Background: an optimization exercise with open tools, aiming at small area. Do not read the settings as production practice. The RTL was checked by simulation tests, not by an equivalence proof against the original design. Power and IR drop assume default switching activity.

## top_nexys_a7
module top_nexys_a7 (
    input  logic       clock,
    input  logic       reset,
    input  logic       hx711_data_in,
    output logic       hx711_sclk_out,
    output logic [5:0] states_led,
    output logic [7:0] DDP,
    output logic [7:0] AN
);
==> module hx711driver, before the edit <==
module hx711driver (
    input  logic        clk,
    input  logic        reset,
    input  logic        ce,
    input  logic        hx711_in,
    output logic [23:0] dout,
    output logic        hx711_done_tick,
    output logic        sclk,
    output logic        last_phase      
);
    logic [5:0]  ph;
    logic [5:0]  c;
    logic [23:0] si;
    logic c_end, active, ph_last;
    assign active  = |ph;
    assign c_end   = c[5] & c[4] & c[1];             
    assign ph_last = ph[5] & ph[4] & ph[1] & ph[0];   
    logic [6:0] cc, pc;
    assign cc[0] = 1'b1;
    assign pc[0] = 1'b1;
    genvar i;
    for (i = 0; i < 6; i++) begin : g_inc
        assign cc[i+1] = cc[i] & c[i];
        assign pc[i+1] = pc[i] & ph[i];
    end
    always_ff @(posedge clk, posedge reset)
        if (reset)
            ph <= '0;
        else if (ce) begin
            if (!active) begin
                if (!hx711_in) ph <= 6'd1;
            end else if (c_end)
                ph <= ph_last ? 6'd0 : (ph ^ pc[5:0]);
        end
    always_ff @(posedge clk)
        if (ce) begin
            if (!active || c_end) c <= '0;
            else                  c <= c ^ cc[5:0];
        end
    always_ff @(posedge clk)
        if (ce && c_end && active && !ph[0] && !(ph[5] & ph[4] & ph[1]))
            si <= {si[22:0], hx711_in};
    assign dout = si;
    assign hx711_done_tick = ph_last & c_end;
    assign sclk = active & ~ph[0];
    assign last_phase = ph_last;
endmodule
==> module seven_seg_driver, before the edit <==
module seven_seg_driver (
    input  logic        clock,
    input  logic        reset,
    input  logic        om_msb,   
    input  logic        sgn,
    input  logic        busy_soon,  
    output logic        rot,      
    input  logic        qbit,     
    input  logic        conv_q,   
    input  logic        clr_q,    
    input  logic        load,     
    output logic        ce,       
    output logic [7:0]  segments_out,
    output logic [7:0]  anodes_out
);
    logic [9:0]  refresh_counter;
    logic        refresh_tick;
    logic [2:0]  digit_selector;
    logic [27:0] wb;
    logic        clean;
    logic        rot_go;
    logic [3:0]  cur, nxt;
    logic [10:0] rc;
    assign rc[0] = 1'b1;
    genvar i;
    for (i = 0; i < 10; i++) begin : g_inc
        assign rc[i+1] = rc[i] & refresh_counter[i];
    end
    logic [3:0] dc;
    assign dc[0] = refresh_tick;
    for (i = 0; i < 3; i++) begin : g_dinc
        assign dc[i+1] = dc[i] & digit_selector[i];
    end
    logic [2:0] dsel_n, dsel_n1;      
    assign dsel_n = digit_selector ^ dc[2:0];
    logic [3:0] dc1;
    assign dc1[0] = 1'b1;
    for (i = 0; i < 3; i++) begin : g_dinc1
        assign dc1[i+1] = dc1[i] & dsel_n[i];
    end
    assign dsel_n1 = dsel_n ^ dc1[2:0];
    logic [4:0] j;
    assign j = refresh_counter[4:0];
    logic per_clr;
    assign per_clr = ~(j[4] | j[3]);
    logic bin;
    assign bin = conv_q ? qbit : (om_msb ^ sgn);
    assign rot = rot_go & ~per_clr;
    logic wclr;
    assign wclr = conv_q ? clr_q : per_clr;
    logic valid;
    assign valid = clean & rot_go & ~(|j);
    function automatic [3:0] add3(input [3:0] d);
        case (d)
            4'd5: add3 = 4'd8;
            4'd6: add3 = 4'd9;
            4'd7: add3 = 4'd10;
            4'd8: add3 = 4'd11;
            4'd9: add3 = 4'd12;
            default: add3 = d;
        endcase
    endfunction
    logic [27:0] wb_adj;
    for (i = 0; i < 6; i++) begin : g_dd
        assign wb_adj[i*4 +: 4] = add3(wb[i*4 +: 4]);
    end
    assign wb_adj[27:24] = wb[27:24];
    function automatic [3:0] digit_of(input [27:0] w, input [2:0] s);
        case (s)
            3'd0: digit_of = w[3:0];
            3'd1: digit_of = w[7:4];
            3'd2: digit_of = w[11:8];
            3'd3: digit_of = w[15:12];
            3'd4: digit_of = w[19:16];
            3'd5: digit_of = w[23:20];
            3'd6: digit_of = w[27:24];
            default: digit_of = 4'd0;
        endcase
    endfunction
    logic [3:0] dig_a, dig_b;
    assign dig_a = digit_of(wb, dsel_n);
    assign dig_b = digit_of(wb, dsel_n1);
    always_ff @(posedge clock, posedge reset)
        if (reset) begin
            refresh_counter <= '0;
            refresh_tick    <= 1'b0;
            digit_selector  <= '0;
            clean           <= 1'b0;
            rot_go          <= 1'b0;
            cur             <= '0;
        end else begin
            refresh_counter <= refresh_counter ^ rc[9:0];
            refresh_tick    <= rc[10];
            digit_selector  <= dsel_n;
            if (conv_q)       clean <= 1'b0;
            else if (per_clr) clean <= 1'b1;
            if (j == 5'd7)    rot_go <= ~conv_q & ~busy_soon;
            if (load | valid)      cur <= dig_a;
            else if (refresh_tick) cur <= nxt;
        end
    always_ff @(posedge clock) begin
        wb <= wclr ? 28'd0 : {wb_adj[26:0], bin};
        if (load | valid) nxt <= dig_b;
    end
    assign ce = ~refresh_counter[0];
    always_comb
        case (cur)
            4'd0:    segments_out = 8'b00000011;
            4'd1:    segments_out = 8'b10011111;
            4'd2:    segments_out = 8'b00100101;
            4'd3:    segments_out = 8'b00001101;
            4'd4:    segments_out = 8'b10011001;
            4'd5:    segments_out = 8'b01001001;
            4'd6:    segments_out = 8'b01000001;
            4'd7:    segments_out = 8'b00011111;
            4'd8:    segments_out = 8'b00000001;
            4'd9:    segments_out = 8'b00001001;
            default: segments_out = 8'b11111111;
        endcase
    always_comb
        case (digit_selector)
            3'd0: anodes_out = 8'b11111110;
            3'd1: anodes_out = 8'b11111101;
            3'd2: anodes_out = 8'b11111011;
            3'd3: anodes_out = 8'b11110111;
            3'd4: anodes_out = 8'b11101111;
            3'd5: anodes_out = 8'b11011111;
            3'd6: anodes_out = 8'b10111111;
            default: anodes_out = 8'b01111111;
        endcase
endmodule
clock: 40.0 ns
lec_check: 0
cap_margin: 20
core_margin: 2
core_utilization: 40
slew_margin: 20
standard.sh (not shown) runs the stock make flow with config.mk's settings and CLKGATE_MAP_FILE= SYNTH_SCRIPT=/design/flow/synth_recipe.tcl, a recipe that flattens the netlist after the stock synthesis.
==> flow/flow/run.sh <==
#!/bin/bash
# Standard layout (standard synthesis unchanged), with two layout options:
# output port buffers use buf_1, and the clock tree uses clkbuf_8 without
# dummy loads.
set -uo pipefail
bash standard.sh \
  DONT_BUFFER_PORTS=1 \
  "PRE_GLOBAL_PLACE_TCL=$PWD/flow/pre_gpl.tcl" \
  "CTS_ARGS=-sink_clustering_enable -repair_clock_nets -buf_list sky130_fd_sc_hd__clkbuf_8 -dont_use_dummy_load" \
  finish > flow_make.log 2>&1
status=$?
cp -r orfs/logs flow_logs 2>/dev/null || true
exit $status
==> flow/flow/pre_gpl.tcl <==
# Port buffering in place of the standard step (DONT_BUFFER_PORTS=1):
# every input and output port still gets a buffer; outputs use buf_1.
buffer_ports -inputs
buffer_ports -outputs -buffer_cell sky130_fd_sc_hd__buf_1
Change:
--- a/flow/design.v
+++ b/flow/design.v
@@ -16,28 +16,23 @@
     assign active  = |ph;
     assign c_end   = c[5] & c[4] & c[1];             
     assign ph_last = ph[5] & ph[4] & ph[1] & ph[0];   
+    logic c_clr, ph_inc, ph_clr;
+    assign c_clr  = ce & (~active | c_end);
+    assign ph_inc = ce & (active ? c_end : ~hx711_in);
+    assign ph_clr = ce & c_end & ph_last;
     logic [6:0] cc, pc;
-    assign cc[0] = 1'b1;
-    assign pc[0] = 1'b1;
+    assign cc[0] = ce;
+    assign pc[0] = ph_inc;
     genvar i;
     for (i = 0; i < 6; i++) begin : g_inc
         assign cc[i+1] = cc[i] & c[i];
         assign pc[i+1] = pc[i] & ph[i];
     end
     always_ff @(posedge clk, posedge reset)
-        if (reset)
-            ph <= '0;
-        else if (ce) begin
-            if (!active) begin
-                if (!hx711_in) ph <= 6'd1;
-            end else if (c_end)
-                ph <= ph_last ? 6'd0 : (ph ^ pc[5:0]);
-        end
+        if (reset) ph <= '0;
+        else       ph <= ph_clr ? 6'd0 : (ph ^ pc[5:0]);
     always_ff @(posedge clk)
-        if (ce) begin
-            if (!active || c_end) c <= '0;
-            else                  c <= c ^ cc[5:0];
-        end
+        c <= c_clr ? 6'd0 : (c ^ cc[5:0]);
     always_ff @(posedge clk)
         if (ce && c_end && active && !ph[0] && !(ph[5] & ph[4] & ph[1]))
             si <= {si[22:0], hx711_in};
@@ -80,14 +75,8 @@
     for (i = 0; i < 3; i++) begin : g_dinc
         assign dc[i+1] = dc[i] & digit_selector[i];
     end
-    logic [2:0] dsel_n, dsel_n1;      
+    logic [2:0] dsel_n;               
     assign dsel_n = digit_selector ^ dc[2:0];
-    logic [3:0] dc1;
-    assign dc1[0] = 1'b1;
-    for (i = 0; i < 3; i++) begin : g_dinc1
-        assign dc1[i+1] = dc1[i] & dsel_n[i];
-    end
-    assign dsel_n1 = dsel_n ^ dc1[2:0];
     logic [4:0] j;
     assign j = refresh_counter[4:0];
     logic per_clr;
@@ -114,21 +103,18 @@
         assign wb_adj[i*4 +: 4] = add3(wb[i*4 +: 4]);
     end
     assign wb_adj[27:24] = wb[27:24];
-    function automatic [3:0] digit_of(input [27:0] w, input [2:0] s);
-        case (s)
-            3'd0: digit_of = w[3:0];
-            3'd1: digit_of = w[7:4];
-            3'd2: digit_of = w[11:8];
-            3'd3: digit_of = w[15:12];
-            3'd4: digit_of = w[19:16];
-            3'd5: digit_of = w[23:20];
-            3'd6: digit_of = w[27:24];
-            default: digit_of = 4'd0;
+    logic [3:0] ev, od, ev1;
+    always_comb begin
+        case (dsel_n[2:1])
+            2'd0: begin ev = wb[3:0];   od = wb[7:4];   ev1 = wb[11:8];  end
+            2'd1: begin ev = wb[11:8];  od = wb[15:12]; ev1 = wb[19:16]; end
+            2'd2: begin ev = wb[19:16]; od = wb[23:20]; ev1 = wb[27:24]; end
+            default: begin ev = wb[27:24]; od = 4'd0;   ev1 = wb[3:0];   end
         endcase
-    endfunction
+    end
     logic [3:0] dig_a, dig_b;
-    assign dig_a = digit_of(wb, dsel_n);
-    assign dig_b = digit_of(wb, dsel_n1);
+    assign dig_a = dsel_n[0] ? od : ev;
+    assign dig_b = dsel_n[0] ? ev1 : od;
     always_ff @(posedge clock, posedge reset)
         if (reset) begin
             refresh_counter <= '0;
The new run completed without violations. First-iteration DRC count came out lower by 11%. Cell area came out lower by 2.4%. Routed wire length came out lower by 6.3%. Power came out lower by 0.45%. Register-to-register slack loses 0.05 ns. Global-route usage came out lower by 0.76 points. Setup slack loses 0.048 ns. Flip-flop and latch count is unchanged. Non-clock buffer count came out higher by 1. Clock skew came out lower by 0.0031 ns. Sequential share of layout area came out higher by 0.44 points.

==> separate check: timing with driven ports <==
Ports are ideal in the flow. The routed layouts listed here were re-timed in OpenROAD.
Step 1: set_driving_cell puts a clkbuf_16 on clock and a buf_2 on each other input, an assumption about the parent block.
Step 2 adds t to the input delays and takes it off the output delays; t is the mean of the earliest and latest rising clock arrival at the registers after step 1. Input paths then give back, and output paths get back, about the clock's delay inside the block.
Three values: no drivers, after step 1, after step 2; two values: the first two.
run	t, ns	setup slack, ns	worst hold slack (ns)	worst setup path after step 2	pins driven straight from the clock port
the first run	0.482	16.111 / 16.111 / 16.111	0.430 / 0.430 / 0.430	register to register	1
the second run	0.488	16.063 / 16.063 / 16.063	0.429 / 0.429 / 0.429	register to register	1
After both steps every run listed still meets setup and hold.
